This design comes from an exercise in tuning for small area and a short achievable clock period on the open sky130 flow, not from production work.

// fpu_top
module fpu_top(
    input         clk,
    input         rst,
    input  [31:0] a,
    input  [31:0] b,
    input  [2:0]  consig,
    output [31:0] out,
    output [2:0]  cmp_out
);
    reg         sa, sb;      
    reg  [7:0]  ea, eb;      
    reg  [22:0] ma, mb;      
    reg         eq;          
    reg         gt;          
    reg         lsel;        
    reg         cz;          
    wire [2:0]  p = {sa, sb, gt};
    wire        psel_a = (p == 3'b001) | (p == 3'b111) | (p == 3'b010);
    wire        pclr   = (p == 3'b011) | (p == 3'b100);
    always @(posedge clk or posedge rst) begin
        if (rst) begin
            sa <= 1'b0; sb <= 1'b0; eq <= 1'b0; gt <= 1'b0;
            ea <= 8'd0; eb <= 8'd0; ma <= 23'd0; mb <= 23'd0;
            lsel <= 1'b0; cz <= 1'b0;
        end else begin
            sa <= a[31];
            sb <= b[31];
            eq <= a[30:0] == b[30:0];
            gt <= a[30:0] > b[30:0];
            ea <= a[30:23];
            eb <= b[30:23];
            ma <= a[22:0];
            mb <= b[22:0];
  ...
For scale: ~100 I/O pins, ~24000 µm² of cells after synthesis.
==> module fpu_top, before the edit <==
module fpu_top(
    input         clk,
    input         rst,
    input  [31:0] a,
    input  [31:0] b,
    input  [2:0]  consig,
    output [31:0] out,
    output [2:0]  cmp_out
);
    reg         sa, sb;      
    reg  [7:0]  ea, eb;      
    reg  [22:0] ma, mb;      
    reg         eq;          
    reg         gt;          
    reg         lsel;        
    reg         cz;          
    wire [2:0]  p = {sa, sb, gt};
    wire        psel_a = (p == 3'b001) | (p == 3'b111) | (p == 3'b010);
    wire        pclr   = (p == 3'b011) | (p == 3'b100);
    always @(posedge clk or posedge rst) begin
        if (rst) begin
            sa <= 1'b0; sb <= 1'b0; eq <= 1'b0; gt <= 1'b0;
            ea <= 8'd0; eb <= 8'd0; ma <= 23'd0; mb <= 23'd0;
            lsel <= 1'b0; cz <= 1'b0;
        end else begin
            sa <= a[31];
            sb <= b[31];
            eq <= a[30:0] == b[30:0];
            gt <= a[30:0] > b[30:0];
            ea <= a[30:23];
            eb <= b[30:23];
            ma <= a[22:0];
            mb <= b[22:0];
            lsel <= psel_a;
            cz <= pclr;
        end
    end
    wire        aclr = (p == 3'b011) | (p == 3'b101);
    wire        swap = (p == 3'b000) | (p == 3'b100) | (p == 3'b110);
    wire [8:0]  sx = cz ? 9'd0 : (lsel ? {sa, ea} : {sb, eb});
    wire [7:0]  diff = lsel ? (ea - eb) : (eb - ea);
    wire [22:0] c = (cz | aclr) ? 23'd0 : (lsel ? ma : mb);
    wire [22:0] dsrc = lsel ? mb : ma;
    wire [22:0] d = (cz | aclr | (diff >= 8'd23)) ? 23'd0 : (dsrc >> diff[4:0]);
    wire        x = consig[0];
    wire [22:0] t = c + (x ? ~d : d) + {22'd0, x & ~swap};
    wire [22:0] fsum = (x & swap) ? ~t : t;
    reg  [22:0] snext;       
    reg  [22:0] afrac;       
    wire [47:0] prod;
    mant_mul mm (.ma(ma), .mb(mb), .p(prod));
    wire [8:0]  esum = {1'b0, ea} + {1'b0, eb};
    wire        in_zero = (ea == 8'd0) | (eb == 8'd0);
    wire        ez_n = in_zero | (esum < 9'd127);           
    wire        eo_n = ~ez_n & (esum >= 9'd382);            
    reg         ms;          
    reg  [24:0] mp;          
    reg  [7:0]  me;          
    reg         mk;          
    reg         mi;          
    wire        hn = prod[47];
    wire        zero0 = ez_n | (esum == 9'd127);                
    wire        inf0  = ~zero0 & eo_n;
    wire        zero1 = ez_n;                                   
    wire        inf1  = ~zero1 & (eo_n | (esum == 9'd381));
    wire        k0 = zero0 | inf0, k1 = zero1 | inf1;
    always @(posedge clk or posedge rst) begin
        if (rst) begin
            snext <= 23'd0;
            afrac <= 23'd0;
            ms <= 1'b0; mp <= 25'd0; me <= 8'd0; mk <= 1'b0; mi <= 1'b0;
        end else begin
            snext <= fsum;
            afrac <= snext;
            ms  <= sa ^ sb;
            mp  <= prod[47:23];
            me  <= esum[7:0] + 8'd129;
            mk  <= hn ? k1 : k0;
            mi  <= hn ? inf1 : inf0;
        end
    end
    wire        h = mp[24];
    wire [7:0]  mexp  = me + {7'd0, h};
    wire [22:0] mfrac = h ? mp[23:1] : mp[22:0];
    wire [31:0] mres  = {ms, {8{mi}} | ({8{~mk}} & mexp), {23{~mk}} & mfrac};
    assign cmp_out = (consig == 3'b000) ? {sa, sb, eq} : 3'b000;
    assign out = (consig == 3'b001 || consig == 3'b010) ? {sx, afrac} :
                 (consig == 3'b011) ? mres : 32'd0;
endmodule
==> flow/config.mk <==
export PLATFORM = sky130hd
export DESIGN_NAME = fpu_top
export DESIGN_NICKNAME = fpu_top
export VERILOG_FILES = /design/flow/design.v
export SDC_FILE = /design/flow/constraint.sdc
export NUM_CORES = 4
export LEC_CHECK = 0
export CAP_MARGIN = 20
export CORE_MARGIN = 2
export CORE_UTILIZATION = 65
export CTS_BUF_LIST = sky130_fd_sc_hd__clkbuf_4 sky130_fd_sc_hd__clkbuf_8
export SLEW_MARGIN = 20
==> flow/constraint.sdc <==
create_clock -name core_clock -period 14.0 [get_ports {clk}]
set_input_delay 2.8000 -clock core_clock [delete_from_list [all_inputs] [get_ports {clk}]]
set_output_delay 2.8000 -clock core_clock [all_outputs]
set_load 0.01 [all_outputs]
standard.sh (not shown) runs the stock make flow with config.mk's settings and CLKGATE_MAP_FILE= SYNTH_SCRIPT=/design/flow/synth_recipe.tcl, a recipe that flattens the netlist after the stock synthesis.
==> flow/flow/run.sh <==
#!/bin/bash
# Standard synthesis, then a netlist pass that removes the inverters Yosys
# leaves around full adders, then the standard layout with a tighter
# timing-repair target and the smallest buffer on the ports.
set -euo pipefail
R=orfs/results/sky130hd/fpu_top/base
MARGIN=$(cat flow/margin.txt)
bash standard.sh synth > log_synth.txt 2>&1
python3 flow/fixinv.py $R/1_2_yosys.v $R/1_2_yosys_fixinv.v > log_fixinv.txt 2>&1
cp $R/1_2_yosys.v $R/1_2_yosys_orig.v
cp $R/1_2_yosys_fixinv.v $R/1_2_yosys.v
rm -f $R/1_synth.odb $R/1_synth.sdc
bash standard.sh SETUP_SLACK_MARGIN=$MARGIN "BUFFER_PORTS_ARGS=-buffer_cell sky130_fd_sc_hd__buf_1" finish > log_layout.txt 2>&1
Other scripts of this flow, unchanged in this note and not shown: flow/flow/fixinv.py, flow/flow/margin.txt
Next try:
--- a/flow/design.v
+++ b/flow/design.v
@@ -61,9 +61,6 @@
     reg         mi;          
     wire        hn = prod[47];
-    wire        zero0 = ez_n | (esum == 9'd127);                
-    wire        inf0  = ~zero0 & eo_n;
-    wire        zero1 = ez_n;                                   
-    wire        inf1  = ~zero1 & (eo_n | (esum == 9'd381));
-    wire        k0 = zero0 | inf0, k1 = zero1 | inf1;
+    wire        zero_n = ez_n | ((esum == 9'd127) & ~hn);
+    wire        inf_n  = ~zero_n & (eo_n | ((esum == 9'd381) & hn));
     always @(posedge clk or posedge rst) begin
         if (rst) begin
@@ -77,6 +74,6 @@
             mp  <= prod[47:23];
             me  <= esum[7:0] + 8'd129;
-            mk  <= hn ? k1 : k0;
-            mi  <= hn ? inf1 : inf0;
+            mk  <= zero_n | inf_n;
+            mi  <= inf_n;
         end
     end
The new run completed with no timing, DRC or antenna violations.
Wire length climbs by a few percent.
Via count climbs slightly.
Critical path depth climbs by 16.
Final area climbs slightly.
Setup slack improves by 0.057 ns.
Sequential cell count does not change.
Count of clock-buffer cells in the layout drops by 1.
Core utilization climbs by 0.92 points.
Fmax climbs slightly.
No functional check of the RTL was part of any run of this note.

static timing again, ports no longer ideal:
The flow's constraints put no driver on any port. The routed layouts listed below were extracted and timed again, unchanged, in two steps. Step 1, drivers: a clkbuf_16 drives clk and a buf_2 each remaining input, both assumed. Step 2 moves the port delays by t, midway between the first and last clock arrival at a register: inputs arrive t later, outputs are due t later. That takes back most of the time a late clock gives input paths. a / b / c = no drivers / after step 1 / after step 2; a / b = the first two.
run | t (ns) | slack for setup (ns) | worst setup path at the end | worst data-port slew with drivers (ns)
the first run | 0.566 | 7.030 / 7.005 / 7.005 | input to output | 0.03
the second run | 0.527 | 7.087 / 7.065 / 7.065 | input to output | 0.07
After both steps every run listed still meets setup and hold. The setup slack of the first run, which loses most, moves by -0.025 ns with the drivers and by -0.025 ns with both steps.
